Background: an optimization exercise with open tools, aiming at small area, a short achievable clock period and few clock cycles per item. Do not read the settings as production practice. No functional check of the RTL was part of any run shown here. No activity file was given, so power comes from the tool's default toggle rates.

$ cat design/flow/design.v
module modulo_sec#(
  parameter SIZE = 16,
  parameter CALCULATION_OUT = 1'b0 )(
  input clk,
  input rst,
  input [(SIZE-1):0] divident,
  input [(SIZE-1):0] divisor,
  input start,
  output done,
  output [(SIZE-1):0] remainder);
  localparam CW = 4;   
  function [3:0] lzc;
    input [15:0] v;
    reg [3:0] z;
    reg [1:0] lz0, lz1, lz2, lz3, hi;
    begin
      z[3] = ~|v[15:12]; z[2] = ~|v[11:8]; z[1] = ~|v[7:4]; z[0] = ~|v[3:0];
      lz3 = {~v[15] & ~v[14], ~v[15] & (v[14] | ~v[13])};
      lz2 = {~v[11] & ~v[10], ~v[11] & (v[10] | ~v[9])};
      lz1 = {~v[7] & ~v[6], ~v[7] & (v[6] | ~v[5])};
      lz0 = {~v[3] & ~v[2], ~v[3] & (v[2] | ~v[1])};
      hi = {z[3] & z[2], z[3] & (~z[2] | z[1])};
      case (hi)
        2'd0: lzc = {hi, lz3};
        2'd1: lzc = {hi, lz2};
        2'd2: lzc = {hi, lz1};
        default: lzc = {hi, lz0};
      endcase
    end
  endfunction
  function [SIZE:0] sub_bk;
    input [SIZE-1:0] x, y;
    reg [SIZE-1:0] g, p, gn, pn;
    integer i, j, l;
    begin
      for (i = 0; i < SIZE; i = i + 1) begin
        g[i] = ~x[i] & y[i];
        p[i] = ~(x[i] ^ y[i]);
      end
      for (l = 0; (1 << l) < SIZE; l = l + 1) begin
        gn = g; pn = p;
        for (i = 0; i < SIZE; i = i + 1)
          if (((i + 1) % (2 << l)) == 0) begin
            j = i - (1 << l);
            gn[i] = g[i] | (p[i] & g[j]);
            pn[i] = p[i] & p[j];
          end
        g = gn; p = pn;
      end
      for (l = CW - 2; l >= 0; l = l - 1) begin
        gn = g; pn = p;
        for (i = 0; i < SIZE; i = i + 1)
          if (((i + 1) % (2 << l)) == (1 << l) && i > (1 << l)) begin
            j = i - (1 << l);
            gn[i] = g[i] | (p[i] & g[j]);
            pn[i] = p[i] & p[j];
          end
        g = gn; p = pn;
      end
      sub_bk[SIZE] = g[SIZE-1];
      sub_bk[0] = x[0] ^ y[0];
      for (i = 1; i < SIZE; i = i + 1)
        sub_bk[i] = x[i] ^ y[i] ^ g[i-1];
    end
  endfunction
  reg idle;
  reg [SIZE-1:0] rem_reg, div_reg;
  reg [CW-1:0] cnt;
  assign done = idle;
  assign remainder = rem_reg;
  wire [CW-1:0] lz_a = lzc(divident);
  wire [CW-1:0] lz_b = lzc(divisor);
  wire [CW:0] shift = {1'b0, lz_b} - {1'b0, lz_a};
  reg [1:0] hi_d;
  reg [2:0] lo_d;
  integer x, y;
  always @(*) begin
    hi_d = 2'd0;
    lo_d = 3'd0;
    for (x = 0; x < 4; x = x + 1)
      for (y = 0; y < 4; y = y + 1) begin
        if (lz_b[3:2] == x && lz_a[3:2] == y)
          hi_d = hi_d | ((x - y) & 3);
        if (lz_b[1:0] == x && lz_a[1:0] == y)
          lo_d = lo_d | (x - y + 3);
      end
  end
  wire [SIZE+2:0] by_nibbles = {3'b000, divisor} << {hi_d, 2'b00};
  wire [SIZE+8:0] by_bits = {6'b000000, by_nibbles} << lo_d;
  wire [SIZE-1:0] aligned = by_bits[SIZE+2:3];
  wire [SIZE:0] diff = sub_bk(rem_reg, div_reg);
  always @(posedge clk) begin
    if (idle) begin
      if (start)
        rem_reg <= divident;
      div_reg <= aligned;
      cnt <= shift[CW-1:0];
    end else begin
      if (~diff[SIZE])
        rem_reg <= diff[SIZE-1:0];
      div_reg <= div_reg >> 1;
      cnt <= cnt - 1'b1;
    end
  end
  always @(posedge clk or posedge rst) begin
    if (rst)
      idle <= 1'b1;
    else if (idle)
      idle <= ~start | shift[CW];
    else
      idle <= ~|cnt;
  end
endmodule
$ cat design/flow/flow/run.sh
#!/bin/bash
# The standard layout, with plain buf_1 cells (not delay cells) as the port buffers.
set -euo pipefail
bash standard.sh BUFFER_PORTS_ARGS="-buffer_cell sky130_fd_sc_hd__buf_1" finish > standard.log 2>&1
$ cat design/flow/standard.sh
#!/bin/bash
# synth_recipe.tcl (not shown) runs the flow's synth.tcl, then flattens the netlist and writes it again
# the make line also repeats each setting of config.mk as NAME=value (left out here)
make -C /OpenROAD-flow-scripts/flow DESIGN_CONFIG=/design/flow/config.mk WORK_HOME=/design/flow/orfs CLKGATE_MAP_FILE= SYNTH_SCRIPT=/design/flow/synth_recipe.tcl "${@:-finish}"
$ cat design/flow/config.mk
export PLATFORM = sky130hd
export DESIGN_NAME = modulo_sec
export DESIGN_NICKNAME = modulo_sec
export VERILOG_FILES = /design/flow/design.v
export SDC_FILE = /design/flow/constraint.sdc
export NUM_CORES = 4
export LEC_CHECK = 0
export ABC_AREA = 1
export CAP_MARGIN = 20
export CORE_MARGIN = 2
export CORE_UTILIZATION = 40
export SLEW_MARGIN = 20
$ cat design/flow/constraint.sdc
create_clock -name core_clock -period 4.0 [get_ports {clk}]
set_input_delay 0.8000 -clock core_clock [delete_from_list [all_inputs] [get_ports {clk}]]
set_output_delay 0.8000 -clock core_clock [all_outputs]
set_load 0.01 [all_outputs]
==> notes.md, run 1 <==
- Post-synth EDFFs: 16
- Initial DRT Pass Iterations: 5
- Antenna violations before repair: 0
- Total internal power: between 1000 and 1500 uW
- PD cells: 628 nW/um2
- Post-route cell area: approximately 4200 um2
- Flop pwr share: 0.316
- RSZ-0062 raised after global routing: false
- CTS Hold Buffers Added: 0
- Post-synth top cells: nand2_1, nand3_1, inv_1, nor2_1, o21ai_0
- Synth top area share: 0.148
- Hold Violations, Final: 0
- Total negative slack: 0 ps
- Largest net degree at the start of global routing: 36
- Leak: between 0.002 and 0.0025 uW
- Vias/cell: between 5 and 6
- Initial Util: 0.415
- Setup Skew: around 5.2 ps
- Clock sinks: 37
- # DRC: 0
- Final Util: 0.452
- Syn_nets: 620
- Max Freq: roughly 320 MHz
- # Max-Cap Violations: 0
- Final Wtd Congestion: 0.876
- Post-Syn Area per Cell: approximately 6.9 um2
- Cell Area, Placed: between 4000 and 5000 um2
- Cell area after synthesis: around 3900 um2
- Number of diodes: 0
- Reg2reg setup slack: about 900 ps
- Post-synth top area cell: nand3_1
- Ys Warns: 1
- CP arrival: roughly 3000 ps
- Crit Path Class: register to register
- Worst Reg-to-Reg Cells: 18
- Row count: 35
- Final wirelength: a little over 10000 um
- Status: finished clean
- Fin crit period: 3090 ps
- Vias in the first global route: about 3.5k
- Die width: 102 um
- Final net count: roughly 660
- Number of synthesized register bits: 37
- CTS tree: built
- # IOs: 52
- Clk pwr share: 0.125
- Switch Pwr: roughly 1200 uW
- GRT Resource Usage Total: 0.209
- Tcrit/Tclk final: 0.773
- Dpl ws: 781 ps
- Most frequent cell after synthesis: nand2_1
- # H-tree levels: 2
- Register area share after synthesis: 0.235
- Worst-path clk slew: approximately 80 ps
- Mapped Cells: between 500 and 600
- Routed wire length per instance: ~14 um
- CP Launch Type: register
- Sw frac: 0.460
- Setup WS post-layout: 909 ps
- Root buffer cell: clkbuf_8
- Syn-to-layout area delta: 8.96%
- Max Slew Vio Count: 0
- Overflow after GRT: 0
- Crit path required time: just under 4000 ps
- CP max FO: 16
- Die area: 10500 um2
- Hold WC Path Type: primary input to async pin
- Die Y: 102 um
- Layout cells sized above 1: 0.126
- PostCTS Resize Cnt: 0
- Post-CTS Repair Setup Buffers: 0
- Total CTS buffers: 5
- HPWL after DPL: 8450 um
- Antenna viol nets, final: 0
- Core area: roughly 9300 um2
- First-pass GRT wire length: around 17000 um
- Post-synth top flop: dfxtp_1
- Worst-Margin Slew: about 780 ps
- Number of setup violations in the final report: 0
- Bufs on Longest Clock Path: 2
- VDD IR-drop max: about 0.22 mV
- First DRT Iteration DRCs: 221
- Async S/R FF share, synth: 0.0270
- Worst Setup End Kind: register
- # port buffers: a little over 50
- Rel. slew slack: 0.478
- Combinational power share: 0.559
- Post-synth cell types: between 40 and 50
- Vias after detailed routing: 3694
- Largest cells by area after synthesis: nand3_1, edfxtp_1, nand2_1
- Skew-Pair Late Insertion Delay: around 290 ps
-- through the flow --
step	hold WS [ps]	power, uW	cells
6_report	455	2650	726
5_1_grt	468	2970	726
3_3_place_gp	483	2290	718
4_1_cts	447	2680	726
2_1_floorplan	430	1950	557
3_5_place_dp	483	2340	718
-- power groups by stage --
stage / Combinational, uW / Sequential (uW) / Clock (uW)
2_1_floorplan: 1110 / 840 / 0
5_1_grt: 1750 / 870 / 353
3_3_place_gp: 1450 / 840 / 0
4_1_cts: 1500 / 844 / 340
6_report: 1480 / 836 / 331
3_5_place_dp: 1490 / 851 / 0
-- path summary, 6_finish.rpt --
| kind | from | end |
|---|---|---|
| worst min-delay path | rst | idle |
| worst min register to register | div_reg[13] | div_reg[12] |
| worst max register to register | rem_reg[0] | rem_reg[14] |
| min in group core_clock | div_reg[13] | div_reg[12] |
| max in group asynchronous | rst | idle |
| worst max-delay path | rem_reg[0] | rem_reg[14] |
-- cell usage in the layout (no fill, tap or decap), drive strengths merged, types with 6 or more instances in the layout --
master | Yosys | routed
a21oi | 18 | 18
buf | 14 | 53
dfxtp | 20 | 20
edfxtp | 16 | 16
fa | 8 | 8
ha | 20 | 20
inv | 70 | 70
nand2 | 143 | 143
nand3 | 118 | 118
nand4 | 6 | 6
nor2 | 51 | 51
o211ai | 10 | 10
o21ai | 34 | 34
xor2 | 7 | 7
-- area by class of cell --
| cell class | instances | area (um2) |
|---|---|---|
| inverters | 72 | 278 |
| repair buffers | 53 | 206 |
| multi-input cells | 427 | 2550 |
| fillers | 1017 | 5110 |
| flip-flops and latches | 37 | 907 |
| clock buffers | 5 | 68.8 |
| clock inverters | 3 | 41.3 |
| well taps | 129 | 161 |
-- critical path, stage by stage (launching register included) --
cell and delay (ps):
edfxtp_1 400, inv_1 70, ha_1 130, inv_1 50, fa_1 350, inv_1 100
nand3_1 70, nand2_1 130, nand4_1 90, nand2_1 130, nand3_1 90, nand2_1 100
nand2_1 60, nand2_1 90, nand3_1 70, nand2_1 110, nand3_1 80, nand2_1 120
nand2_1 440
-- logic make-up (layout without fill, tap and decap cells) --
logic type | Yosys count | in the layout | share of synthesized area
AO/OA/AOI/OAI | 68 | 68 | 0.104
XOR/XNOR | 7 | 7 | 0.0159
adder cells (fa/ha/maj) | 28 | 28 | 0.106
buffers and inverters | 93 | 133 | 0.106
flip-flops | 37 | 37 | 0.235
AND/OR/NAND/NOR | 324 | 324 | 0.434
-- metal layers --
metal / vias up / track usage / share of wire
met5: - / 0 / 0
met4: 0 / 0.0431 / 0.0089
met3: 7 / 0.0212 / 0.042
met2: 94 / 0.346 / 0.45
met1: 1665 / 0.297 / 0.50
li1: 1928 / - / -
==> inputs of run 2 (changes only) <==
--- a/design/flow/design.v
+++ b/design/flow/design.v
@@ -63,7 +63,7 @@
         sub_bk[i] = x[i] ^ y[i] ^ g[i-1];
     end
   endfunction
-  reg idle;
+  reg idle, align;
   reg [SIZE-1:0] rem_reg, div_reg;
   reg [CW-1:0] cnt;
   assign done = idle;
@@ -71,30 +71,17 @@
   wire [CW-1:0] lz_a = lzc(divident);
   wire [CW-1:0] lz_b = lzc(divisor);
   wire [CW:0] shift = {1'b0, lz_b} - {1'b0, lz_a};
-  reg [1:0] hi_d;
-  reg [2:0] lo_d;
-  integer x, y;
-  always @(*) begin
-    hi_d = 2'd0;
-    lo_d = 3'd0;
-    for (x = 0; x < 4; x = x + 1)
-      for (y = 0; y < 4; y = y + 1) begin
-        if (lz_b[3:2] == x && lz_a[3:2] == y)
-          hi_d = hi_d | ((x - y) & 3);
-        if (lz_b[1:0] == x && lz_a[1:0] == y)
-          lo_d = lo_d | (x - y + 3);
-      end
-  end
-  wire [SIZE+2:0] by_nibbles = {3'b000, divisor} << {hi_d, 2'b00};
-  wire [SIZE+8:0] by_bits = {6'b000000, by_nibbles} << lo_d;
-  wire [SIZE-1:0] aligned = by_bits[SIZE+2:3];
   wire [SIZE:0] diff = sub_bk(rem_reg, div_reg);
   always @(posedge clk) begin
     if (idle) begin
       if (start)
         rem_reg <= divident;
-      div_reg <= aligned;
+      div_reg <= divisor << shift[1:0];
       cnt <= shift[CW-1:0];
+      align <= |shift[CW-1:2];
+    end else if (align) begin
+      div_reg <= div_reg << {cnt[CW-1:2], 2'b00};
+      align <= 1'b0;
     end else begin
       if (~diff[SIZE])
         rem_reg <= diff[SIZE-1:0];
@@ -107,7 +94,7 @@
       idle <= 1'b1;
     else if (idle)
       idle <= ~start | shift[CW];
-    else
+    else if (~align)
       idle <= ~|cnt;
   end
 endmodule
--- a/design/flow/config.mk
+++ b/design/flow/config.mk
@@ -9,4 +9,5 @@
 export CAP_MARGIN = 20
 export CORE_MARGIN = 2
 export CORE_UTILIZATION = 40
+export SETUP_SLACK_MARGIN = 1.5
 export SLEW_MARGIN = 20
==> run 2 against run 1 <==
Effect of this change: clock-buffer cell count up 3; first-iteration DRC count down 10%; final cell count down 18%; clock power down about 20%; via count down 17%; non-clock buffer count up 11; maximum frequency up 9.5%; register-to-register slack better by 710 ps; die area down 17%; critical endpoint is now div_reg[12].
==> notes.md, run 2 <==
- Clock sinks: 38 (was 37)
- Max Slew Vio Count: 0 (unchanged)
- Number of synthesized register bits: 38 (was 37)
- Bufs on Longest Clock Path: 2 (unchanged)
- Setup Skew: 9.62 ps (was 5.24 ps)
- Async S/R FF share, synth: 0.0263 (was 0.0270)
- # port buffers: 51 (unchanged)
- Cell area after synthesis: 3180 um2 (was 3870 um2)
- Initial DRT Pass Iterations: 5 (unchanged)
- Hold WC Path Type: primary input to async pin (unchanged)
- Multi-input gate area: 2020 um2 (was 2550 um2)
- Die width: 93.1 um (was 102 um)
- Number of setup violations in the final report: 0 (unchanged)
- Vias after detailed routing: 3075 (was 3694)
- Skew-Pair Late Insertion Delay: 290 ps (about the same)
- CP max FO: 5 (was 16)
- CTS tree: built (unchanged)
- Total negative slack: 0 ps (unchanged)
- Mapped Cells: 433 (was 557)
- Vias in the first global route: 2904 (was 3457)
- Most frequent cells in the layout: nand2_1, inv_1, o21ai_0, buf_1, edfxtp_1 (was nand2_1, nand3_1, inv_1, buf_1, nor2_1)
- Switch Pwr: 1380 uW (was 1220 uW)
- Final Util: 0.502 (was 0.452)
- Number of diodes: 0 (unchanged)
- # Max-Cap Violations: 0 (unchanged)
- # H-tree levels: 2 (unchanged)
- Number of fillers in the final layout: 780 (was 1017)
- Worst-Margin Slew: 510 ps (was 780 ps)
- PD cells: 757 nW/um2 (was 628 nW/um2)
- Die Y: 93.1 um (was 102 um)
- Rel. slew slack: 0.659 (was 0.478)
- Post-synth top area cell: edfxtp_1 (was nand3_1)
- Final wirelength: 8410 um (was 10200 um)
- Largest cells by area after synthesis: edfxtp_1, nand2_1, ha_1 (was nand3_1, edfxtp_1, nand2_1)
- Dpl ws: 664 ps (was 781 ps)
- Post-synth top cells: nand2_1, inv_1, o21ai_0, edfxtp_1, nor2_1 (was nand2_1, nand3_1, inv_1, nor2_1, o21ai_0)
- Crit path required time: 4040 ps (was 3880 ps)
- CP Launch Type: primary input (was register)
- RSZ-0062 raised after global routing: true (was false)
- Post-synth EDFFs: 28 (was 16)
- Flop pwr share: 0.334 (was 0.316)
- VDD IR-drop max: 0.307 mV (was 0.220 mV)
- Syn_nets: 498 (was 620)
- Register area share after synthesis: 0.330 (was 0.235)
- Routed wire length per instance: 14.1 um (was 14.0 um)
- Core area: 7730 um2 (was 9330 um2)
- Leak: 0.00178 uW (was 0.00201 uW)
- First-pass GRT wire length: 13600 um (was 17200 um)
- Initial Util: 0.411 (was 0.415)
- Post-synth top flop: edfxtp_1 (was dfxtp_1)
- Setup WS post-layout: 1180 ps (was 909 ps)
- Combinational power share: 0.576 (was 0.559)
- Vias/cell: 5.15 (was 5.09)
- Final Wtd Congestion: 0.917 (was 0.876)
- Syn-to-layout area delta: 22.0% (was 8.96%)
- Hold Violations, Final: 0 (unchanged)
- Die area: 8670 um2 (was 10500 um2)
- # DRC: 0 (unchanged)
- Commonest non-fill, non-tap cell in the layout: nand2_1 (unchanged)
- Crit Path Class: primary input to register (was register to register)
- Ys Warns: 1 (unchanged)
- CP arrival: 2860 ps (was 2970 ps)
- Fin crit period: 2820 ps (was 3090 ps)
- Synth top area share: 0.265 (was 0.148)
- Tcrit/Tclk final: 0.706 (was 0.773)
- Total internal power: 1560 uW (was 1430 uW)
- Worst Setup End Kind: register (unchanged)
- Antenna violations before repair: 0 (unchanged)
- Overflow after GRT: 0 (unchanged)
- CTS Hold Buffers Added: 0 (unchanged)
- Max Freq: 354 MHz (was 324 MHz)
- Antenna viol nets, final: 0 (unchanged)
- Final net count: 559 (was 659)
- # IOs: 52 (unchanged)
- Layout cells sized above 1: 0.170 (was 0.126)
- Root buffer cell: clkbuf_8 (unchanged)
- Largest net degree at the start of global routing: 41 (was 36)
- Final std cells w/o fill: 597 (was 726)
- Total CTS buffers: 5 (unchanged)
- Row count: 32 (was 35)
- Clk pwr share: 0.090 (was 0.125)
- First DRT Iteration DRCs: 199 (was 221)
- Post-synth cell types: 35 (was 43)
- Sw frac: 0.469 (was 0.460)
- Register Area: 1050 um2 (was 907 um2)
- HPWL after DPL: 6430 um (was 8450 um)
- Most frequent cell after synthesis: nand2_1 (unchanged)
- Post-Syn Area per Cell: 7.34 um2 (was 6.94 um2)
- Design Power: 2930 uW (was 2650 uW)
- Post-Place Cells: 575 (was 718)
- Status: finished clean (unchanged)
- GRT Resource Usage Total: 0.199 (was 0.209)
- Worst-path clk slew: 80 ps (about the same)
[run 2: cell types whose count changed after synthesis, moves of 10 or more]
cell	change
nand2_1	-10
inv_1	+11
a22oi_1	+10
o21ai_0	+23
edfxtp_1	+12
dfxtp_1	-11
nand3_1	-92
[run 2: final cells by class]
| type | instances | share of cell area |
|---|---|---|
| clock buffers | 8 | 0.0207 |
| multi-input cells | 315 | 0.520 |
| repair buffers | 64 | 0.0872 |
| flip-flops and latches | 38 | 0.270 |
| repair inverters | 1 | 0.000968 |
| inverters | 69 | 0.0681 |
| well taps | 102 | 0.0329 |
[run 2: kinds of logic after synthesis]
family | count (synthesis) | share of synthesized area
simple gates | 179 | 0.232
compound gates | 97 | 0.174
buf+inv | 81 | 0.103
flops | 38 | 0.330
fa+ha+maj | 30 | 0.139
xor+xnor | 8 | 0.0220
[run 2: through the flow]
step / area, um2 / hold slack [ps]
finish: 3880 / 466
global placement: 3510 / 564
detailed placement: 3510 / 571
global route: 3880 / 469
floorplan: 3270 / 497
CTS: 3770 / 468
[run 2: path summary, 6_finish.rpt]
check	from	to	slack, ps	depth (start not counted)
max	divident[12]	div_reg[12]	1180	15
min	rst	idle	470	2
max reg2reg	rem_reg[0]	rem_reg[15]	1620	14
min reg2reg	div_reg[0]	div_reg[0]	590	2
max in group asynchronous	rst	idle	3510	2
min in group core_clock	div_reg[0]	div_reg[0]	590	2
[run 2: layer usage]
metal | vias up | global-route usage | share of wire
met1 | 1381 | 0.267 | 0.46
met4 | 0 | 0.0490 | 0.010
met3 | 11 | 0.0306 | 0.072
li1 | 1559 | - | -
met5 | - | 0 | 0
met2 | 124 | 0.338 | 0.46
[run 2: what timing repair did]
action	CTS	global route
endpoints found under the setup margin	37	40
resized for setup	37	22
pin swaps	23	12
cloned	2	0
buffers inserted	8	4
[run 2: critical path, stage by stage]
cell and delay, ps:
buf_8 100, nor2_4 110, nand2_2 80, nor2_4 140, nand2_1 60, nor2_1 110
nor2_1 80, nor2_2 180, ha_4 160, inv_2 40, fa_2 610, nor2_4 80
a22o_1 220, inv_1 50, nand2_1 40
[run 2: power by group through the flow]
stage | logic (uW) | clock network (uW) | registers [uW]
2_1_floorplan | 1190 | 0 | 958
3_3_place_gp | 1540 | 0 | 974
3_5_place_dp | 1580 | 0 | 984
4_1_cts | 1630 | 268 | 977
5_1_grt | 1950 | 282 | 1000
6_report | 1690 | 265 | 980
==> inputs of run 3 (changes only) <==
--- a/design/flow/design.v
+++ b/design/flow/design.v
@@ -76,11 +76,11 @@
     if (idle) begin
       if (start)
         rem_reg <= divident;
-      div_reg <= divisor << shift[1:0];
+      div_reg <= divisor << shift[2:0];
       cnt <= shift[CW-1:0];
-      align <= |shift[CW-1:2];
+      align <= shift[CW-1];
     end else if (align) begin
-      div_reg <= div_reg << {cnt[CW-1:2], 2'b00};
+      div_reg <= div_reg << 8;
       align <= 1'b0;
     end else begin
       if (~diff[SIZE])
==> run 3 against run 2 <==
Effect of this change: clock power decreased by 3%; global-route usage decreased by 0.52 points; still clean; final cell count increased by 1.2%; synthesized area decreased by 2.7%.
==> notes.md, run 3 <==
- Worst Hold Slack: 464 ps (was 466 ps)
- # IOs: 52 (unchanged)
- Dpl ws: 841 ps (was 664 ps)
- Setup WS post-layout: 1410 ps (was 1180 ps)
- # Max-Cap Violations: 0 (unchanged)
- Reg2reg start: rem_reg[0] (unchanged)
- Status: finished clean (unchanged)
- Post-synth cell types: 35 (unchanged)
- PD cells: 686 nW/um2 (was 757 nW/um2)
- Multi-input gate area: 2100 um2 (was 2020 um2)
- Post-synth top flop: edfxtp_1 (unchanged)
- CTS Hold Buffers Added: 0 (unchanged)
- Overflow after GRT: 0 (unchanged)
- Number of diodes: 0 (unchanged)
- # port buffers: 51 (unchanged)
- Max Slew Vio Count: 0 (unchanged)
- Final net count: 566 (was 559)
- CP endpoint: div_reg[13] (was div_reg[12])
- Total CTS buffers: 5 (unchanged)
- Crit path from: divisor[14] (was divident[12])
- CTS tree: built (unchanged)
- Post-Syn Area per Cell: 7.17 um2 (was 7.34 um2)
- CP Launch Type: primary input (unchanged)
- Max Freq: 386 MHz (was 354 MHz)
- Number of setup violations in the final report: 0 (unchanged)
- Largest net degree at the start of global routing: 44 (was 41)
- Cell area after synthesis: 3090 um2 (was 3180 um2)
- Clock sinks: 38 (unchanged)
- Skew-Pair Late Insertion Delay: 290 ps (about the same)
- GRT Resource Usage Total: 0.194 (was 0.199)
- Worst-path clk slew: 80 ps (about the same)
- Layout cells sized above 1: 0.267 (was 0.170)
- # DRC: 0 (unchanged)
- Worst-Margin Slew: 684 ps (was 510 ps)
- Initial DRT Pass Iterations: 4 (was 5)
- Number of fillers in the final layout: 750 (was 780)
- Largest cells by area after synthesis: edfxtp_1, nand2_1, dfxtp_1 (was edfxtp_1, nand2_1, ha_1)
- Tcrit/Tclk final: 0.648 (was 0.706)
- Worst Setup End Kind: register (unchanged)
- Worst Reg-to-Reg Cells: 13 (was 14)
- Vias/cell: 4.92 (was 5.15)
- HPWL after DPL: 6050 um (was 6430 um)
- RR Endpoint: rem_reg[14] (was rem_reg[15])
- Async S/R FF share, synth: 0.0263 (unchanged)
- Vias after detailed routing: 2970 (was 3075)
- Final Wtd Congestion: 0.844 (was 0.917)
- Fin crit period: 2590 ps (was 2820 ps)
- Post-synth top area cell: edfxtp_1 (unchanged)
- Slowest stage cell, crit path: fa_2 (unchanged)
- Initial Util: 0.406 (was 0.411)
- Final std cells w/o fill: 604 (was 597)
- Row count: 32 (unchanged)
- Crit path required time: 4170 ps (was 4040 ps)
- Hold Violations, Final: 0 (unchanged)
- Post-synth top cells: nand2_1, inv_1, o21ai_0, nand3_1, nor2_1 (was nand2_1, inv_1, o21ai_0, edfxtp_1, nor2_1)
- Die area: 8450 um2 (was 8670 um2)
- Rel. slew slack: 0.542 (was 0.659)
- Die Y: 91.9 um (was 93.1 um)
- Setup Skew: 10.9 ps (was 9.62 ps)
- Final wirelength: 8040 um (was 8410 um)
- Total negative slack: 0 ps (unchanged)
- # H-tree levels: 2 (unchanged)
- Ys Warns: 1 (unchanged)
- Leak: 0.00190 uW (was 0.00178 uW)
- Most frequent cells in the layout: nand2_1, inv_1, buf_1, o21ai_0, nand2_2 (was nand2_1, inv_1, o21ai_0, buf_1, edfxtp_1)
- Post-synth EDFFs: 20 (was 28)
- Routed wire length per instance: 13.3 um (was 14.1 um)
- RSZ-0062 raised after global routing: true (unchanged)
- Antenna violations before repair: 0 (unchanged)
- First DRT Iteration DRCs: 137 (was 199)
- Crit Path Class: primary input to register (unchanged)
- Commonest non-fill, non-tap cell in the layout: nand2_1 (unchanged)
- Register area share after synthesis: 0.313 (was 0.330)
- Root buffer cell: clkbuf_8 (unchanged)
- Reg2reg setup slack: 1630 ps (was 1620 ps)
- Antenna viol nets, final: 0 (unchanged)
- Syn_nets: 496 (was 498)
- CP peak stage delay: 550 ps (was 610 ps)
- Post-Place Cells: 572 (was 575)
- Hold WC Path Type: primary input to async pin (unchanged)
- Critical Path, Cell by Cell: buf_8 > nor2_4 > nand2_4 > nor2_4 > nand2_2 > nand4_1 > nand2_2 > ha_4 > fa_2 > buf_12 > buf_8 > a21oi_2 > o21ai_1 > nand3_1 (was buf_8 > nor2_4 > nand2_2 > nor2_4 > nand2_1 > nor2_1 > nor2_1 > nor2_2 > ha_4 > inv_2 > fa_2 > nor2_4 > a22o_1 > inv_1 > nand2_1)
- Core area: 7610 um2 (was 7730 um2)
- CP max FO: 8 (was 5)
- Vias in the first global route: 2795 (was 2904)
- Synth top area share: 0.194 (was 0.265)
- CP arrival: 2760 ps (was 2860 ps)
- Number of synthesized register bits: 38 (unchanged)
- Die width: 91.9 um (was 93.1 um)
- First-pass GRT wire length: 13000 um (was 13600 um)
- Register Area: 971 um2 (was 1050 um2)
- VDD IR-drop max: 0.235 mV (was 0.307 mV)
- Syn-to-layout area delta: 31.6% (was 22.0%)
- Most frequent cell after synthesis: nand2_1 (unchanged)
- Bufs on Longest Clock Path: 2 (unchanged)
- Design Power: 2790 uW (was 2930 uW)
- Mapped Cells: 431 (was 433)
## run 3: stage by stage
stage          cell area [um2]   util
2_1_floorplan             3200      -
3_3_place_gp              3420  0.450
3_5_place_dp              3420  0.450
4_1_cts                   3950  0.519
5_1_grt                   4070  0.535
6_report                  4070  0.535
## run 3: cell families after synthesis
logic type / share of synthesized area
XOR/XNOR: 0.0227
AO/OA/AOI/OAI: 0.148
flip-flops: 0.313
adder cells (fa/ha/maj): 0.143
buffers and inverters: 0.105
AND/OR/NAND/NOR: 0.268
## run 3: worst min path at each step
stage,from,endpoint,cells after the start
finish,rst,idle,2
floorplan,div_reg[3],div_reg[2],2
detailed placement,cnt[2],idle,1
CTS,rst,idle,2
global route,rst,idle,2
global placement,div_reg[3],div_reg[2],2
## run 3: area by class of cell
| cell class | count | share of cell area |
|---|---|---|
| clock buffers | 6 | 0.0178 |
| clock inverters | 2 | 0.00215 |
| inverters | 60 | 0.0584 |
| multi-input cells | 319 | 0.517 |
| flip-flops and latches | 38 | 0.239 |
| well taps | 102 | 0.0314 |
| repair buffers | 75 | 0.132 |
| repair inverters | 2 | 0.00338 |
## run 3: worst max-delay path: cells and delay by family
kind	cells	cell delay [ps]
buf+inv	3	380
simple gates	7	690
fa+ha+maj	2	720
compound gates	2	160
## run 3: repair_timing
action / in CTS / in global routing
cloned: 3 / 0
endpoints found under the setup margin: 37 / 40
setup buffers: 16 / 5
resized for setup: 93 / 32
endpoints found under the hold margin: 0 / 0
pin swaps: 37 / 16
## run 3: power by group
group / internal, uW / switching [uW]
clock network: 120 / 138
registers: 749 / 207
logic: 649 / 926
total: 1520 / 1270
## run 3: metal layers
metal  share of wire  vias up  global-route usage  wire, um
met4           0.015        0              0.0622       119
met2            0.50       66               0.341      3990
met1            0.45     1361               0.245      3600
li1                -     1532                   -         -
met3           0.041       11              0.0271       328
met5               0        -                   0         0
==> inputs of run 4 (changes only) <==
--- a/design/flow/config.mk
+++ b/design/flow/config.mk
@@ -5,7 +5,6 @@
 export SDC_FILE = /design/flow/constraint.sdc
 export NUM_CORES = 4
 export LEC_CHECK = 0
-export ABC_AREA = 1
 export CAP_MARGIN = 20
 export CORE_MARGIN = 2
 export CORE_UTILIZATION = 40
==> run 4 against run 3 <==
Effect of this change: worst hold slack better by 9.3 ps; register-to-register slack lost 280 ps; maximum frequency shrank 26%; first-iteration DRC count is 5.1% higher; sequential share of layout area rose by 1.2 points; non-clock buffer count up 6; die area down 3.6%; global-route usage is 1.1 points higher; sequential power grew 0.8%; clock skew barely moved; critical path type unchanged; critical endpoint is now cnt[3].
==> notes.md, run 4 <==
- Status: finished clean (unchanged)
- RR Endpoint: rem_reg[14] (unchanged)
- Final Wtd Congestion: 0.908 (was 0.844)
- Post-Place Cells: 467 (was 572)
- # Max-Cap Violations: 0 (unchanged)
- Met2 routed WL: 4140 um (was 3990 um)
- # IOs: 52 (unchanged)
- WL met3: 433 um (was 328 um)
- Number of setup violations in the final report: 0 (unchanged)
- Max Freq: 287 MHz (was 386 MHz)
- HPWL after DPL: 6210 um (was 6050 um)
- Vias in the first global route: 2684 (was 2795)
- CP max FO: 3 (was 8)
- Top routing layer in use: met4 (unchanged)
- Cell area after synthesis: 2980 um2 (was 3090 um2)
- Post-synth top area cell: edfxtp_1 (unchanged)
- Worst-path clk slew: 70 ps (was 80 ps)
- Total internal power: 1730 uW (was 1520 uW)
- Reg2reg setup slack: 1350 ps (was 1630 ps)
- Total CTS buffers: 5 (unchanged)
- Hold WC Path Type: primary input to async pin (unchanged)
- Flop pwr share: 0.312 (was 0.343)
- Root buffer cell: clkbuf_8 (unchanged)
- Post-synth cell types: 50 (was 35)
- Met1 WL: 3910 um (was 3600 um)
- Worst Setup End Kind: register (unchanged)
- Overflow after GRT: 0 (unchanged)
- Hold Violations, Final: 0 (unchanged)
- Largest net degree at the start of global routing: 47 (was 44)
- Die Y: 90.3 um (was 91.9 um)
- Bufs on Longest Clock Path: 2 (unchanged)
- Row count: 31 (was 32)
- GRT Resource Usage Total: 0.205 (was 0.194)
- Worst-Margin Slew: 806 ps (was 684 ps)
- Post-route cell area: 3860 um2 (was 4070 um2)
- Syn-to-layout area delta: 29.8% (was 31.6%)
- CP Launch Type: primary input (unchanged)
- Fin crit period: 3490 ps (was 2590 ps)
- VDD IR-drop max: 0.295 mV (was 0.235 mV)
- Final wirelength: 8650 um (was 8040 um)
- Combinational power share: 0.605 (was 0.565)
- Routed wire length per instance: 17.3 um (was 13.3 um)
- Sw frac: 0.442 (was 0.456)
- CTS tree: built (unchanged)
- First DRT Iteration DRCs: 144 (was 137)
- Final net count: 465 (was 566)
- Skew-Pair Late Insertion Delay: 290 ps (about the same)
- Cell Area, Placed: 3320 um2 (was 3420 um2)
- Final std cells w/o fill: 500 (was 604)
- Vias after detailed routing: 2721 (was 2970)
- Largest cells by area after synthesis: edfxtp_1, dfxtp_1, mux2i_1 (was edfxtp_1, nand2_1, dfxtp_1)
- Leak: 0.00158 uW (was 0.00190 uW)
- Die area: 8150 um2 (was 8450 um2)
- # H-tree levels: 2 (unchanged)
- Setup Skew: 10.4 ps (was 10.9 ps)
- PD cells: 802 nW/um2 (was 686 nW/um2)
- Core area: 7210 um2 (was 7610 um2)
- Register area share after synthesis: 0.325 (was 0.313)
- Synth top area share: 0.202 (was 0.194)
- First-pass GRT wire length: 13300 um (was 13000 um)
- Vias/cell: 5.44 (was 4.92)
- CTS Hold Buffers Added: 0 (unchanged)
- Clk pwr share: 0.083 (was 0.092)
- Antenna violations before repair: 0 (unchanged)
- Async S/R FF share, synth: 0.0263 (unchanged)
- Syn_nets: 387 (was 496)
- # DRC: 0 (unchanged)
- Crit path required time: 4020 ps (was 4170 ps)
- Antenna viol nets, final: 0 (unchanged)
- # port buffers: 51 (unchanged)
- Reg2reg start: rem_reg[0] (unchanged)
- Post-synth top cells: nand2_1, mux2i_1, inv_1, o21ai_0 (was nand2_1, inv_1, o21ai_0, nand3_1, nor2_1)
- Die width: 90.3 um (was 91.9 um)
- Mapped Cells: 322 (was 431)
- RSZ-0062 raised after global routing: true (unchanged)
- Initial DRT Pass Iterations: 4 (unchanged)
- Max Slew Vio Count: 0 (unchanged)
- Worst Reg-to-Reg Cells: 9 (was 13)
- Commonest non-fill, non-tap cell in the layout: buf_1 (was nand2_1)
- Post-synth EDFFs: 20 (unchanged)
- Design Power: 3100 uW (was 2790 uW)
- CP arrival: 3510 ps (was 2760 ps)
- Register Area: 967 um2 (was 971 um2)
- Clock sinks: 38 (unchanged)
- Layout cells sized above 1: 0.214 (was 0.267)
- Initial Util: 0.413 (was 0.406)
- Number of fillers in the final layout: 694 (was 750)
- Total negative slack: 0 ps (unchanged)
- Ys Warns: 1 (unchanged)
- Most frequent cells in the layout: buf_1, nand2_1, inv_1, mux2i_1, buf_4 (was nand2_1, inv_1, buf_1, o21ai_0, nand2_2)
- Multi-input gate area: 2120 um2 (was 2100 um2)
- Switch Pwr: 1370 uW (was 1270 uW)
- Post-Syn Area per Cell: 9.24 um2 (was 7.17 um2)
- Crit Path Class: primary input to register (unchanged)
- Tcrit/Tclk final: 0.872 (was 0.648)
- Number of synthesized register bits: 38 (unchanged)
- Number of diodes: 0 (unchanged)
- Rel. slew slack: 0.455 (was 0.542)
- Post-synth top flop: edfxtp_1 (unchanged)
- Most frequent cell after synthesis: nand2_1 (unchanged)
run 4: changes by cell type after synthesis, sizes merged, moves of 10 or more:
cell	change
nand3	-22
mux2i	+32
nor2	-10
o21ai	-19
inv	-31
nand2	-109
run 4: through the flow:
step	hold WS, ps	setup WS [ps]	util
final	473	510	0.535
after global routing	471	395	0.535
after CTS	465	658	0.505
after detailed placement	502	112	0.460
after global placement	499	181	0.460
after floorplan	451	509	-
run 4: layout make-up:
class,instances,area share
clock buffers,7,0.0198
clock inverters,1,0.00194
inverters,29,0.0282
multi-input cells,245,0.548
flip-flops and latches,38,0.250
well taps,99,0.0321
repair buffers,81,0.120
run 4: repair_timing:
item | 4_1_cts | 5_1_grt
hold endpoints to repair | 0 | 0
pin swaps | 21 | 25
buffers inserted | 17 | 7
cloned | 0 | 1
setup endpoints to repair | 42 | 48
gates resized for setup | 29 | 37
run 4: critical path: stages:
cell and delay, ps:
buf_6 90, or4_4 550, nor4b_4 360, nand3_1 150, buf_4 160, buf_4 120, buf_4 130, buf_4 120
buf_4 120, o31ai_2 50, ha_1 260, nor2b_1 130, o21ai_1 170, nor3b_4 230, o31ai_2 80
run 4: power by group through the flow:
stage | clock network, uW | logic, uW | registers [uW]
floorplan | 0 | 1160 | 924
global placement | 0 | 1500 | 968
detailed placement | 0 | 1540 | 979
CTS | 268 | 1670 | 968
global route | 282 | 2100 | 1000
finish | 258 | 1870 | 965
run 4: layer usage:
metal / GRT usage / vias up
met5: 0 / -
met4: 0.0667 / 0
met3: 0.0317 / 12
met2: 0.326 / 91
met1: 0.286 / 1270
li1: - / 1348
run 4: worst max-delay path by stage:
stage,start,end,slack [ps]
after floorplan,divisor[13],div_reg[7],510
after global routing,divisor[13],div_reg[12],400
after CTS,divisor[13],div_reg[7],660
final,divisor[13],cnt[3],510
after detailed placement,divisor[15],div_reg[15],110
after global placement,divisor[15],div_reg[6],180
run 4: cell families (layout without fill, tap and decap cells):
| logic type | Yosys count | after routing | synth area share |
|---|---|---|---|
| AOI/OAI and AO/OA | 91 | 92 | 0.195 |
| xor gates and xnor gates | 11 | 11 | 0.0324 |
| adders and majority gates | 30 | 30 | 0.149 |
| buffers and inverters | 40 | 118 | 0.0517 |
| DFF | 38 | 38 | 0.325 |
| muxes | 35 | 35 | 0.124 |
| and+or+nand+nor | 77 | 77 | 0.124 |
==> inputs of run 5 (changes only) <==
--- a/design/flow/design.v
+++ b/design/flow/design.v
@@ -63,6 +63,19 @@
         sub_bk[i] = x[i] ^ y[i] ^ g[i-1];
     end
   endfunction
+  function [CW:0] sub_sel;
+    input [CW-1:0] x, y;
+    reg [CW:0] bw;
+    integer k;
+    begin
+      bw[0] = 1'b0;
+      for (k = 0; k < CW; k = k + 1) begin
+        sub_sel[k] = bw[k] ? (x[k] ~^ y[k]) : (x[k] ^ y[k]);
+        bw[k+1] = (~x[k] & y[k]) | (~(x[k] ^ y[k]) & bw[k]);
+      end
+      sub_sel[CW] = bw[CW];
+    end
+  endfunction
   reg idle, align;
   reg [SIZE-1:0] rem_reg, div_reg;
   reg [CW-1:0] cnt;
@@ -70,7 +83,7 @@
   assign remainder = rem_reg;
   wire [CW-1:0] lz_a = lzc(divident);
   wire [CW-1:0] lz_b = lzc(divisor);
-  wire [CW:0] shift = {1'b0, lz_b} - {1'b0, lz_a};
+  wire [CW:0] shift = sub_sel(lz_b, lz_a);
   wire [SIZE:0] diff = sub_bk(rem_reg, div_reg);
   always @(posedge clk) begin
     if (idle) begin
--- a/design/flow/config.mk
+++ b/design/flow/config.mk
@@ -5,6 +5,7 @@
 export SDC_FILE = /design/flow/constraint.sdc
 export NUM_CORES = 4
 export LEC_CHECK = 0
+export ABC_AREA = 1
 export CAP_MARGIN = 20
 export CORE_MARGIN = 2
 export CORE_UTILIZATION = 40
==> run 5 against run 4 <==
Effect of this change: core utilization up 1.9 points; die area up 4.9%; final cell count increased by 23%; global-route usage is 2.2 points lower; clock-buffer cell count stayed put; worst hold slack got worse by 20 ps; non-clock buffer count shrank 9; clock skew down 1.9 ps; register-to-register slack better by 230 ps; final area increased by 9.7%.
==> notes.md, run 5 <==
- Status: finished clean (unchanged)
- Worst Reg-to-Reg Cells: 13 (was 9)
- Crit path required time: 4190 ps (was 4020 ps)
- Root buffer cell: clkbuf_8 (unchanged)
- Worst-path clk slew: 80 ps (was 70 ps)
- Reg2reg setup slack: 1580 ps (was 1350 ps)
- CP max FO: 7 (was 3)
- Cell area after synthesis: 3130 um2 (was 2980 um2)
- Commonest non-fill, non-tap cell in the layout: nand2_1 (was buf_1)
- Bufs on Longest Clock Path: 2 (unchanged)
- Final net count: 578 (was 465)
- GRT Resource Usage Total: 0.183 (was 0.205)
- Fin crit period: 2500 ps (was 3490 ps)
- Final Wtd Congestion: 0.878 (was 0.908)
- CTS tree: built (unchanged)
- CP Launch Type: primary input (unchanged)
- Largest cells by area after synthesis: edfxtp_1, nand2_1, dfxtp_1 (was edfxtp_1, dfxtp_1, mux2i_1)
- Rel. slew slack: 0.540 (was 0.455)
- Hold WC Path Type: primary input to async pin (unchanged)
- First DRT Iteration DRCs: 159 (was 144)
- Post-synth EDFFs: 20 (unchanged)
- HPWL after DPL: 5980 um (was 6210 um)
- # IOs: 52 (unchanged)
- Vias after detailed routing: 3118 (was 2721)
- Syn_nets: 509 (was 387)
- First-pass GRT wire length: 12600 um (was 13300 um)
- Crit path from: divisor[9] (was divisor[13])
- Leak: 0.00193 uW (was 0.00158 uW)
- Number of diodes: 0 (unchanged)
- CP endpoint: div_reg[10] (was cnt[3])
- RR Endpoint: rem_reg[14] (unchanged)
- Total negative slack: 0 ps (unchanged)
- Antenna violations before repair: 0 (unchanged)
- Mapped Cells: 445 (was 322)
- RSZ-0062 raised after global routing: true (unchanged)
- Vias/cell: 5.05 (was 5.44)
- Worst Setup End Kind: register (unchanged)
- Final wirelength: 8480 um (was 8650 um)
- Synth top area share: 0.192 (was 0.202)
- PD cells: 713 nW/um2 (was 802 nW/um2)
- Crit Path Class: primary input to register (unchanged)
- Routed wire length per instance: 13.7 um (was 17.3 um)
- Post-route cell area: 4240 um2 (was 3860 um2)
- Overflow after GRT: 0 (unchanged)
- Die Y: 92.5 um (was 90.3 um)
- Die width: 92.5 um (was 90.3 um)
- Syn-to-layout area delta: 35.4% (was 29.8%)
- Ys Warns: 1 (unchanged)
- Initial Util: 0.409 (was 0.413)
- Register area share after synthesis: 0.309 (was 0.325)
- Hold Violations, Final: 0 (unchanged)
- # DRC: 0 (unchanged)
- Post-synth top cells: nand2_1, inv_1, nand3_1, o21ai_0, nor2_1 (was nand2_1, mux2i_1, inv_1, o21ai_0)
- Post-synth top flop: edfxtp_1 (unchanged)
- Number of setup violations in the final report: 0 (unchanged)
- Total CTS buffers: 5 (unchanged)
- CP arrival: 2690 ps (was 3510 ps)
- VDD IR-drop max: 0.272 mV (was 0.295 mV)
- Post-synth top area cell: edfxtp_1 (unchanged)
- Core area: 7650 um2 (was 7210 um2)
- Antenna viol nets, final: 0 (unchanged)
- Layout cells sized above 1: 0.272 (was 0.214)
- Post-Syn Area per Cell: 7.03 um2 (was 9.24 um2)
- Tcrit/Tclk final: 0.626 (was 0.872)
- Max Slew Vio Count: 0 (unchanged)
- Max Freq: 399 MHz (was 287 MHz)
- Cell Area, Placed: 3390 um2 (was 3320 um2)
- # H-tree levels: 2 (unchanged)
- Vias in the first global route: 2676 (was 2684)
- Most frequent cell after synthesis: nand2_1 (unchanged)
- Most frequent cells in the layout: nand2_1, inv_1, buf_1, nand3_1, nand2_2 (was buf_1, nand2_1, inv_1, mux2i_1, buf_4)
- # port buffers: 51 (unchanged)
- Setup Skew: 8.52 ps (was 10.4 ps)
- # Max-Cap Violations: 0 (unchanged)
- Async S/R FF share, synth: 0.0263 (unchanged)
- CTS Hold Buffers Added: 0 (unchanged)
- Final Util: 0.554 (was 0.535)
- Post-synth cell types: 33 (was 50)
- Clock sinks: 38 (unchanged)
- Initial DRT Pass Iterations: 4 (unchanged)
- Worst-Margin Slew: 689 ps (was 806 ps)
- Largest net degree at the start of global routing: 52 (was 47)
- Reg2reg start: rem_reg[0] (unchanged)
- Number of synthesized register bits: 38 (unchanged)
- Skew-Pair Late Insertion Delay: 300 ps (was 290 ps)
- Row count: 32 (was 31)
- Die area: 8550 um2 (was 8150 um2)
## run 5: through the flow
| step | std cells | power (uW) | worst slack, ps | hold slack (ps) |
|---|---|---|---|---|
| CTS | 598 | 2820 | 1500 | 451 |
| detailed placement | 586 | 2410 | 911 | 503 |
| floorplan | 445 | 2040 | 1460 | 446 |
| global placement | 586 | 2370 | 948 | 491 |
| global route | 617 | 3350 | 1400 | 460 |
| finish | 617 | 3020 | 1500 | 453 |
## run 5: kinds of logic (layout without fill, tap and decap cells)
group           after synthesis  after routing  share of synthesized area
simple gates                224            227                      0.305
fa+ha+maj                    29             29                      0.135
compound gates               67             67                      0.119
buf+inv                      78            145                      0.107
xor+xnor                      9              9                     0.0252
flops                        38             38                      0.309
## run 5: power by group
| group | switching, uW | leakage, uW | internal, uW | total (uW) |
|---|---|---|---|---|
| Clock | 154 | 0.0000696 | 241 | 395 |
| Combinational | 1060 | 0.00150 | 678 | 1740 |
| Sequential | 141 | 0.000358 | 752 | 893 |
| Total | 1350 | 0.00193 | 1670 | 3020 |
## run 5: layout make-up
cell class	count	area [um2]
Sequential cell	38	967
Timing Repair inverter	1	8.76
Tap cell	102	128
Clock inverter	1	30.0
Multi-Input combinational cell	332	2330
Timing Repair Buffer	72	405
Inverter	64	258
Fill cell	726	3410
Clock buffer	7	108
## run 5: how the worst min path moves through the flow
| stage | from | endpoint | slack [ps] | cells after the start |
|---|---|---|---|---|
| final | rst | idle | 450 | 2 |
| after global placement | div_reg[9] | div_reg[8] | 490 | 2 |
| after floorplan | div_reg[3] | div_reg[2] | 450 | 2 |
| after CTS | rst | idle | 450 | 2 |
| after global routing | rst | idle | 460 | 2 |
| after detailed placement | div_reg[3] | div_reg[2] | 500 | 2 |
## run 5: repair_timing
item                                    in CTS  in global routing
setup buffers                                4                 13
endpoints found under the setup margin      34                 38
cloned                                       0                  6
pin swaps                                   10                 38
gates resized for setup                     23                126
## run 5: worst max-delay path: stages
cell and delay, ps:
buf_1 130, inv_2 120, nand3_4 90, nor2_4 160, nand3_2 120, nor2_4 140
nor2_4 60, ha_4 300, inv_2 50, nand2_4 120, nand2_8 90, buf_8 150
nand2_1 90, nand3_1 120, nand3_2 100, nand2_1 50
## run 5: routing by layer
layer | track usage | up-vias | part of all wire
met4 | 0.0448 | 0 | 0.019
li1 | - | 1584 | -
met2 | 0.305 | 91 | 0.49
met1 | 0.252 | 1429 | 0.45
met5 | 0 | - | 0
met3 | 0.0203 | 14 | 0.040
==> inputs of run 6 (changes only) <==
--- a/design/flow/design.v
+++ b/design/flow/design.v
@@ -63,37 +63,24 @@
         sub_bk[i] = x[i] ^ y[i] ^ g[i-1];
     end
   endfunction
-  function [CW:0] sub_sel;
-    input [CW-1:0] x, y;
-    reg [CW:0] bw;
-    integer k;
-    begin
-      bw[0] = 1'b0;
-      for (k = 0; k < CW; k = k + 1) begin
-        sub_sel[k] = bw[k] ? (x[k] ~^ y[k]) : (x[k] ^ y[k]);
-        bw[k+1] = (~x[k] & y[k]) | (~(x[k] ^ y[k]) & bw[k]);
-      end
-      sub_sel[CW] = bw[CW];
-    end
-  endfunction
-  reg idle, align;
+  reg idle, busy, align;   
   reg [SIZE-1:0] rem_reg, div_reg;
   reg [CW-1:0] cnt;
   assign done = idle;
   assign remainder = rem_reg;
   wire [CW-1:0] lz_a = lzc(divident);
   wire [CW-1:0] lz_b = lzc(divisor);
-  wire [CW:0] shift = sub_sel(lz_b, lz_a);
+  wire [CW:0] shift = {1'b0, lz_b} - {1'b0, lz_a};
   wire [SIZE:0] diff = sub_bk(rem_reg, div_reg);
   always @(posedge clk) begin
-    if (idle) begin
+    if (~busy) begin
       if (start)
         rem_reg <= divident;
-      div_reg <= divisor << shift[2:0];
+      div_reg <= divisor;
       cnt <= shift[CW-1:0];
-      align <= shift[CW-1];
+      align <= |shift[CW-1:0];
     end else if (align) begin
-      div_reg <= div_reg << 8;
+      div_reg <= div_reg << cnt;
       align <= 1'b0;
     end else begin
       if (~diff[SIZE])
@@ -103,11 +90,15 @@
     end
   end
   always @(posedge clk or posedge rst) begin
-    if (rst)
+    if (rst) begin
       idle <= 1'b1;
-    else if (idle)
+      busy <= 1'b0;
+    end else if (~busy) begin
       idle <= ~start | shift[CW];
-    else if (~align)
+      busy <= start & ~shift[CW];
+    end else if (~align) begin
       idle <= ~|cnt;
+      busy <= |cnt;
+    end
   end
 endmodule
==> run 6 against run 5 <==
Effect of this change: first-iteration DRC count up 35%; global-route usage up 2.7 points; still clean on timing, DRC and antenna; final cell count up 2.6%; via count up 10%; highest routed layer unchanged; combinational power increased by 34%; register-to-register slack improved by 30 ps; clock power up 4%; synthesized cell count rose by 7.0%; flip-flop and latch count up 1; final area is 4.6% lower; sequential share of layout area increased by 2.2 points.
==> notes.md, run 6 <==
- Cell area after synthesis: 3470 um2 (was 3130 um2)
- Setup Skew: 15.8 ps (was 8.52 ps)
- Worst Reg-to-Reg Cells: 10 (was 13)
- Crit Path Class: primary input to register (unchanged)
- Final Wtd Congestion: 0.912 (was 0.878)
- Reg2reg start: rem_reg[0] (unchanged)
- Overflow after GRT: 0 (unchanged)
- Root buffer cell: clkbuf_8 (unchanged)
- Leak: 0.00187 uW (was 0.00193 uW)
- Post-synth cell types: 41 (was 33)
- Flop pwr share: 0.288 (was 0.295)
- Clk pwr share: 0.107 (was 0.131)
- Antenna viol nets, final: 0 (unchanged)
- # Max-Cap Violations: 0 (unchanged)
- Setup WS post-layout: 1560 ps (was 1500 ps)
- Bufs on Longest Clock Path: 2 (unchanged)
- Max Freq: 409 MHz (was 399 MHz)
- Syn-to-layout area delta: 16.5% (was 35.4%)
- Number of synthesized register bits: 39 (was 38)
- # DRC: 0 (unchanged)
- Reg2reg setup slack: 1610 ps (was 1580 ps)
- Total internal power: 1900 uW (was 1670 uW)
- Worst Setup End Kind: register (unchanged)
- RR Endpoint: rem_reg[10] (was rem_reg[14])
- Post-synth top area cell: edfxtp_1 (unchanged)
- Clock sinks: 39 (was 38)
- Core area: 8300 um2 (was 7650 um2)
- Layout cells sized above 1: 0.186 (was 0.272)
- Largest cells by area after synthesis: edfxtp_1, nand2_1, nand3_1 (was edfxtp_1, nand2_1, dfxtp_1)
- Most frequent cells in the layout: nand2_1, nand3_1, inv_1, buf_1, o21ai_0 (was nand2_1, inv_1, buf_1, nand3_1, nand2_2)
- Switch Pwr: 1940 uW (was 1350 uW)
- Post-Syn Area per Cell: 7.29 um2 (was 7.03 um2)
- Async S/R FF share, synth: 0.0513 (was 0.0263)
- CP max FO: 3 (was 7)
- CP arrival: 2490 ps (was 2690 ps)
- Post-synth top flop: edfxtp_1 (unchanged)
- Synth top area share: 0.190 (was 0.192)
- Hold Violations, Final: 0 (unchanged)
- VDD IR-drop max: 0.560 mV (was 0.272 mV)
- Sw frac: 0.506 (was 0.447)
- Final wirelength: 10100 um (was 8480 um)
- Syn_nets: 541 (was 509)
- Dpl ws: 1150 ps (was 911 ps)
- Total CTS buffers: 5 (unchanged)
- Post-synth top cells: nand2_1, nand3_1, inv_1, o21ai_0, nor2_1 (was nand2_1, inv_1, nand3_1, o21ai_0, nor2_1)
- Fin crit period: 2440 ps (was 2500 ps)
- Die width: 97.1 um (was 92.5 um)
- # H-tree levels: 2 (unchanged)
- Status: finished clean (unchanged)
- CP Launch Type: primary input (unchanged)
- RSZ-0062 raised after global routing: true (unchanged)
- Vias in the first global route: 3219 (was 2676)
- Routed wire length per instance: 15.9 um (was 13.7 um)
- HPWL after DPL: 7420 um (was 5980 um)
- Register area share after synthesis: 0.292 (was 0.309)
- Antenna violations before repair: 0 (unchanged)
- Post-synth EDFFs: 22 (was 20)
- PD cells: 951 nW/um2 (was 713 nW/um2)
- Total negative slack: 0 ps (unchanged)
- Initial DRT Pass Iterations: 5 (was 4)
- Row count: 33 (was 32)
- CTS tree: built (unchanged)
- First-pass GRT wire length: 16000 um (was 12600 um)
- Final net count: 592 (was 578)
- Largest net degree at the start of global routing: 51 (was 52)
- Tcrit/Tclk final: 0.611 (was 0.626)
- Ys Warns: 1 (unchanged)
- Max Slew Vio Count: 0 (unchanged)
- Mapped Cells: 476 (was 445)
- Combinational power share: 0.606 (was 0.574)
- Crit path required time: 4050 ps (was 4190 ps)
- First DRT Iteration DRCs: 214 (was 159)
- Number of setup violations in the final report: 0 (unchanged)
- Number of diodes: 0 (unchanged)
- Initial Util: 0.418 (was 0.409)
- Vias after detailed routing: 3430 (was 3118)
- Skew-Pair Late Insertion Delay: 310 ps (was 300 ps)
- Most frequent cell after synthesis: nand2_1 (unchanged)
- Hold WC Path Type: primary input to async pin (unchanged)
- Worst-Margin Slew: 845 ps (was 689 ps)
- Vias/cell: 5.42 (was 5.05)
- # port buffers: 51 (unchanged)
- Rel. slew slack: 0.437 (was 0.540)
- Commonest non-fill, non-tap cell in the layout: nand2_1 (unchanged)
- Worst-path clk slew: 90 ps (was 80 ps)
- GRT Resource Usage Total: 0.209 (was 0.183)
- # IOs: 52 (unchanged)
- Die area: 9440 um2 (was 8550 um2)
- Die Y: 97.1 um (was 92.5 um)
-- run 6: cell types whose count changed after synthesis, sizes merged, moves of 5 or more --
cell    before  now
o211ai       1    6
a21o         0    5
inv         64   59
a22oi        7    0
nand4        1    6
nand2      140  132
nand3       46   79
-- run 6: repair_timing --
| item | in CTS | in global routing |
|---|---|---|
| hold buffers | 0 | 0 |
| gates resized for setup | 12 | 59 |
| endpoints found under the hold margin | 0 | 0 |
| pin swaps | 6 | 22 |
| endpoints found under the setup margin | 25 | 28 |
| buffers inserted | 3 | 6 |
-- run 6: power groups by stage --
stage	clock network [uW]	logic, uW	registers, uW
after global placement	0	2170	1110
after CTS	417	2280	1110
after floorplan	0	1800	995
after global routing	427	2650	1140
final	410	2330	1110
after detailed placement	0	2200	1120
-- run 6: cells by family after synthesis --
kind of cell | synth area share
AOI/OAI and AO/OA | 0.115
buffers and inverters | 0.109
adders and majority gates | 0.128
DFF | 0.292
xor gates and xnor gates | 0.0278
and+or+nand+nor | 0.329
-- run 6: worst max-delay path by stage --
stage / cells after the start / from / endpoint
after floorplan: 13 / divident[14] / cnt[1]
after global placement: 14 / divident[13] / align
after detailed placement: 14 / divident[14] / cnt[1]
after CTS: 14 / divident[11] / cnt[1]
after global routing: 14 / divident[11] / cnt[1]
final: 13 / divisor[7] / cnt[2]
-- run 6: routing by layer --
layer	routed length [um]	global-route usage
met5	0	0
met1	4550	0.290
met3	713	0.0353
met4	114	0.0509
met2	4700	0.341
-- run 6: stage by stage --
step	instance area, um2	power (uW)	hold WS (ps)	cells	utilization
after global placement	3670	3270	460	616	0.442
after floorplan	3470	2790	473	476	-
after detailed placement	3670	3320	472	616	0.442
after global routing	4040	4220	317	633	0.487
after CTS	3860	3800	306	627	0.465
final	4040	3840	314	633	0.487
-- run 6: area by class of cell --
class	instances	area (um2)
Fill cell	830	4260
Multi-Input combinational cell	360	2230
Sequential cell	39	1010
Timing Repair Buffer	62	298
Inverter	59	234
Tap cell	105	131
Clock buffer	5	68.8
Clock inverter	3	67.6
-- run 6: worst max-delay path: stages --
cell,delay (ps)
clkbuf_2,130
nor2_4,150
nand3_2,110
nand3b_1,180
inv_2,70
o21ai_1,60
o21ai_1,80
ha_2,190
inv_2,40
fa_2,380
xor2_2,170
nand2_1,60
o21ai_1,60
==> inputs of run 7 (changes only) <==
--- a/design/flow/config.mk
+++ b/design/flow/config.mk
@@ -9,5 +9,5 @@
 export CAP_MARGIN = 20
 export CORE_MARGIN = 2
 export CORE_UTILIZATION = 40
-export SETUP_SLACK_MARGIN = 1.5
+export SETUP_SLACK_MARGIN = 1.8
 export SLEW_MARGIN = 20
==> run 7 against run 6 <==
Effect of this change: sequential power about the same; register-to-register slack about the same; synthesized cell count is the same; sequential share of layout area fell by 0.85 points; global-route usage increased by 0.35 points; setup slack better by 36 ps; worst hold slack got worse by 5.5 ps; critical endpoint unchanged; largest power group unchanged; highest routed layer unchanged.
==> notes.md, run 7 <==
- Number of synthesized register bits: 39 (unchanged)
- Post-Syn Area per Cell: 7.29 um2 (unchanged)
- First-pass GRT wire length: 16200 um (was 16000 um)
- Cell area after synthesis: 3470 um2 (unchanged)
- Max Slew Vio Count: 0 (unchanged)
- Leak: 0.00194 uW (was 0.00187 uW)
- HPWL after DPL: 7390 um (was 7420 um)
- Antenna viol nets, final: 0 (unchanged)
- Post-synth EDFFs: 22 (unchanged)
- Total internal power: 1950 uW (was 1900 uW)
- Post-synth top flop: edfxtp_1 (unchanged)
- Number of setup violations in the final report: 0 (unchanged)
- Setup WS post-layout: 1590 ps (was 1560 ps)
- Crit Path Class: primary input to register (unchanged)
- Overflow after GRT: 0 (unchanged)
- Die width: 97.1 um (unchanged)
- Mapped Cells: 476 (unchanged)
- # DRC: 0 (unchanged)
- VDD IR-drop max: 0.682 mV (was 0.560 mV)
- Async S/R FF share, synth: 0.0513 (unchanged)
- Routed wire length per instance: 15.9 um (about the same)
- Most frequent cells in the layout: nand2_1, nand3_1, inv_1, buf_1, nand2_2 (was nand2_1, nand3_1, inv_1, buf_1, o21ai_0)
- Post-synth top cells: nand2_1, nand3_1, inv_1, o21ai_0, nor2_1 (unchanged)
- Vias after detailed routing: 3464 (was 3430)
- Clk pwr share: 0.091 (was 0.107)
- First DRT Iteration DRCs: 224 (was 214)
- Post-synth cell types: 41 (unchanged)
- Cell Area, Placed: 3720 um2 (was 3670 um2)
- Synth top area share: 0.190 (unchanged)
- Worst-Margin Slew: 871 ps (was 845 ps)
- PD cells: 950 nW/um2 (was 951 nW/um2)
- Final net count: 604 (was 592)
- Dpl ws: 1230 ps (was 1150 ps)
- Total CTS buffers: 5 (unchanged)
- Initial Util: 0.418 (unchanged)
- # Max-Cap Violations: 0 (unchanged)
- Sw frac: 0.511 (was 0.506)
- Root buffer cell: clkbuf_8 (unchanged)
- Final wirelength: 10300 um (was 10100 um)
- Status: finished clean (unchanged)
- Die area: 9440 um2 (unchanged)
- Largest cells by area after synthesis: edfxtp_1, nand2_1, nand3_1 (unchanged)
- Bufs on Longest Clock Path: 2 (unchanged)
- Number of diodes: 0 (unchanged)
- Antenna violations before repair: 0 (unchanged)
- Worst Setup End Kind: register (unchanged)
- Total negative slack: 0 ps (unchanged)
- Vias in the first global route: 3302 (was 3219)
- Hold WC Path Type: primary input to async pin (unchanged)
- Post-route cell area: 4190 um2 (was 4040 um2)
- Setup Skew: 9.95 ps (was 15.8 ps)
- Crit path required time: 4030 ps (was 4050 ps)
- Commonest non-fill, non-tap cell in the layout: nand2_1 (unchanged)
- Final Wtd Congestion: 0.874 (was 0.912)
- # H-tree levels: 2 (unchanged)
- RSZ-0062 raised after global routing: true (unchanged)
- Core area: 8300 um2 (unchanged)
- Layout cells sized above 1: 0.239 (was 0.186)
- Initial DRT Pass Iterations: 4 (was 5)
- Clock sinks: 39 (unchanged)
- Syn-to-layout area delta: 20.7% (was 16.5%)
- CP Launch Type: primary input (unchanged)
- Most frequent cell after synthesis: nand2_1 (unchanged)
- # IOs: 52 (unchanged)
- Post-synth top area cell: edfxtp_1 (unchanged)
- Largest net degree at the start of global routing: 51 (unchanged)
- Switch Pwr: 2030 uW (was 1940 uW)
- CTS tree: built (unchanged)
- Syn_nets: 541 (unchanged)
- Fin crit period: 2410 ps (was 2440 ps)
- Row count: 33 (unchanged)
- Ys Warns: 1 (unchanged)
- Flop pwr share: 0.278 (was 0.288)
- Max Freq: 416 MHz (was 409 MHz)
- CP max FO: 3 (unchanged)
- Hold Violations, Final: 0 (unchanged)
- Worst-path clk slew: 80 ps (was 90 ps)
- Tcrit/Tclk final: 0.602 (was 0.611)
- Rel. slew slack: 0.420 (was 0.437)
- GRT Resource Usage Total: 0.213 (was 0.209)
- Register area share after synthesis: 0.292 (unchanged)
- Vias/cell: 5.37 (was 5.42)
- # port buffers: 51 (unchanged)
- Combinational power share: 0.632 (was 0.606)
- Worst Hold Slack: 309 ps (was 314 ps)
- Skew-Pair Late Insertion Delay: 300 ps (was 310 ps)
- Die Y: 97.1 um (unchanged)
- CP arrival: 2440 ps (was 2490 ps)
-- run 7: worst paths after layout --
| kind | endpoint | slack [ps] | cells after the start | startpoint |
|---|---|---|---|---|
| worst min register to register | idle | 480 | 2 | idle |
| worst min-delay path | busy | 310 | 2 | rst |
| max in group asynchronous | idle | 3490 | 2 | rst |
| worst max-delay path | cnt[2] | 1590 | 14 | divident[10] |
| min in group core_clock | idle | 480 | 2 | idle |
| worst max register to register | rem_reg[10] | 1600 | 9 | rem_reg[7] |
-- run 7: timing repair --
item                       4_1_cts  5_1_grt
cloned                           0        1
hold buffers                     0        0
buffers inserted                11        9
gates resized for setup         34       36
pin swaps                       24       16
setup endpoints to repair       29       32
-- run 7: per-stage QoR --
stage,util,total power (uW),cells
4_1_cts,0.485,3840,635
3_3_place_gp,0.449,3340,616
5_1_grt,0.505,4350,645
2_1_floorplan,-,2850,476
3_5_place_dp,0.449,3370,616
6_report,0.505,3980,645
-- run 7: final cells by class --
| cell class | instances | area, um2 |
|---|---|---|
| fill | 834 | 4110 |
| multi-input combinational | 361 | 2290 |
| sequential | 39 | 1010 |
| timing repair buffer | 73 | 400 |
| inverter | 59 | 234 |
| tap | 105 | 131 |
| clock buffer | 6 | 82.6 |
| clock inverter | 2 | 35.0 |
-- run 7: logic make-up after synthesis --
group	after synthesis	synth area share
XOR/XNOR	11	0.0278
AO/OA/AOI/OAI	70	0.115
flip-flops	39	0.292
buffers and inverters	77	0.109
AND/OR/NAND/NOR	249	0.329
adder cells (fa/ha/maj)	30	0.128
-- run 7: power groups by stage --
stage | Sequential, uW | Combinational, uW | Clock (uW)
floorplan | 997 | 1860 | 0
global placement | 1110 | 2230 | 0
detailed placement | 1110 | 2260 | 0
CTS | 1100 | 2380 | 365
global route | 1140 | 2830 | 378
finish | 1110 | 2510 | 360
-- run 7: worst max-delay path, cell delays in order --
cell	delay [ps]
buf_8	100
nor2_4	110
nand3_2	100
nor2_4	150
nand2_2	80
nand4_1	90
nand2_1	60
inv_1	60
ha_2	160
inv_2	40
fa_2	380
xor2_2	170
nand2_1	60
o21ai_1	60
-- run 7: routing by layer --
metal / vias to the layer above / GRT usage / wire [um]
met5: - / 0 / 0
met3: 18 / 0.0324 / 575
met1: 1618 / 0.287 / 4790
li1: 1709 / - / -
met4: 0 / 0.0683 / 206
met2: 119 / 0.350 / 4690

static timing again, ports no longer ideal:
In the flow no input, the clock included, has a driving cell. The finished layouts below were timed again as built, in two steps. Step 1 sets driving cells, clkbuf_16 on the clock port and buf_2 on the other inputs (assumed; they add their load-dependent delay and slew). Step 2 times the ports against the registers' clock, not the clock port: input delays grow and output delays shrink by t, the midpoint of the rising clock arrivals with the driver on. Slacks: ideal ports / drivers / drivers and shift; pairs: ideal ports / drivers.
| run | t (ns) | slack for setup (ns) | worst setup path at the end | clock arrival spread, ns | worst data-port slew with drivers (ns) |
|---|---|---|---|---|---|
| run 1 | 0.320 | 0.909 / 0.909 / 0.674 | input to register | 0.005 / 0.006 | 0.04 |
| run 2 | 0.316 | 1.177 / 1.164 / 0.848 | input to register | 0.009 / 0.009 | 0.05 |
| run 3 | 0.315 | 1.408 / 1.393 / 1.078 | input to register | 0.011 / 0.011 | 0.06 |
| run 4 | 0.316 | 0.510 / 0.505 / 0.189 | input to register | 0.010 / 0.011 | 0.05 |
| run 5 | 0.323 | 1.495 / 1.496 / 1.173 | input to register | 0.008 / 0.008 | 0.04 |
| run 6 | 0.336 | 1.557 / 1.568 / 1.232 | input to register | 0.016 / 0.016 | 0.04 |
| run 7 | 0.329 | 1.593 / 1.588 / 1.259 | input to register | 0.010 / 0.010 | 0.05 |
After both steps setup and hold are still met in every run listed. For run 7, which loses most, drivers alone change the setup slack by -0.005 ns; drivers and shift together by -0.334 ns.
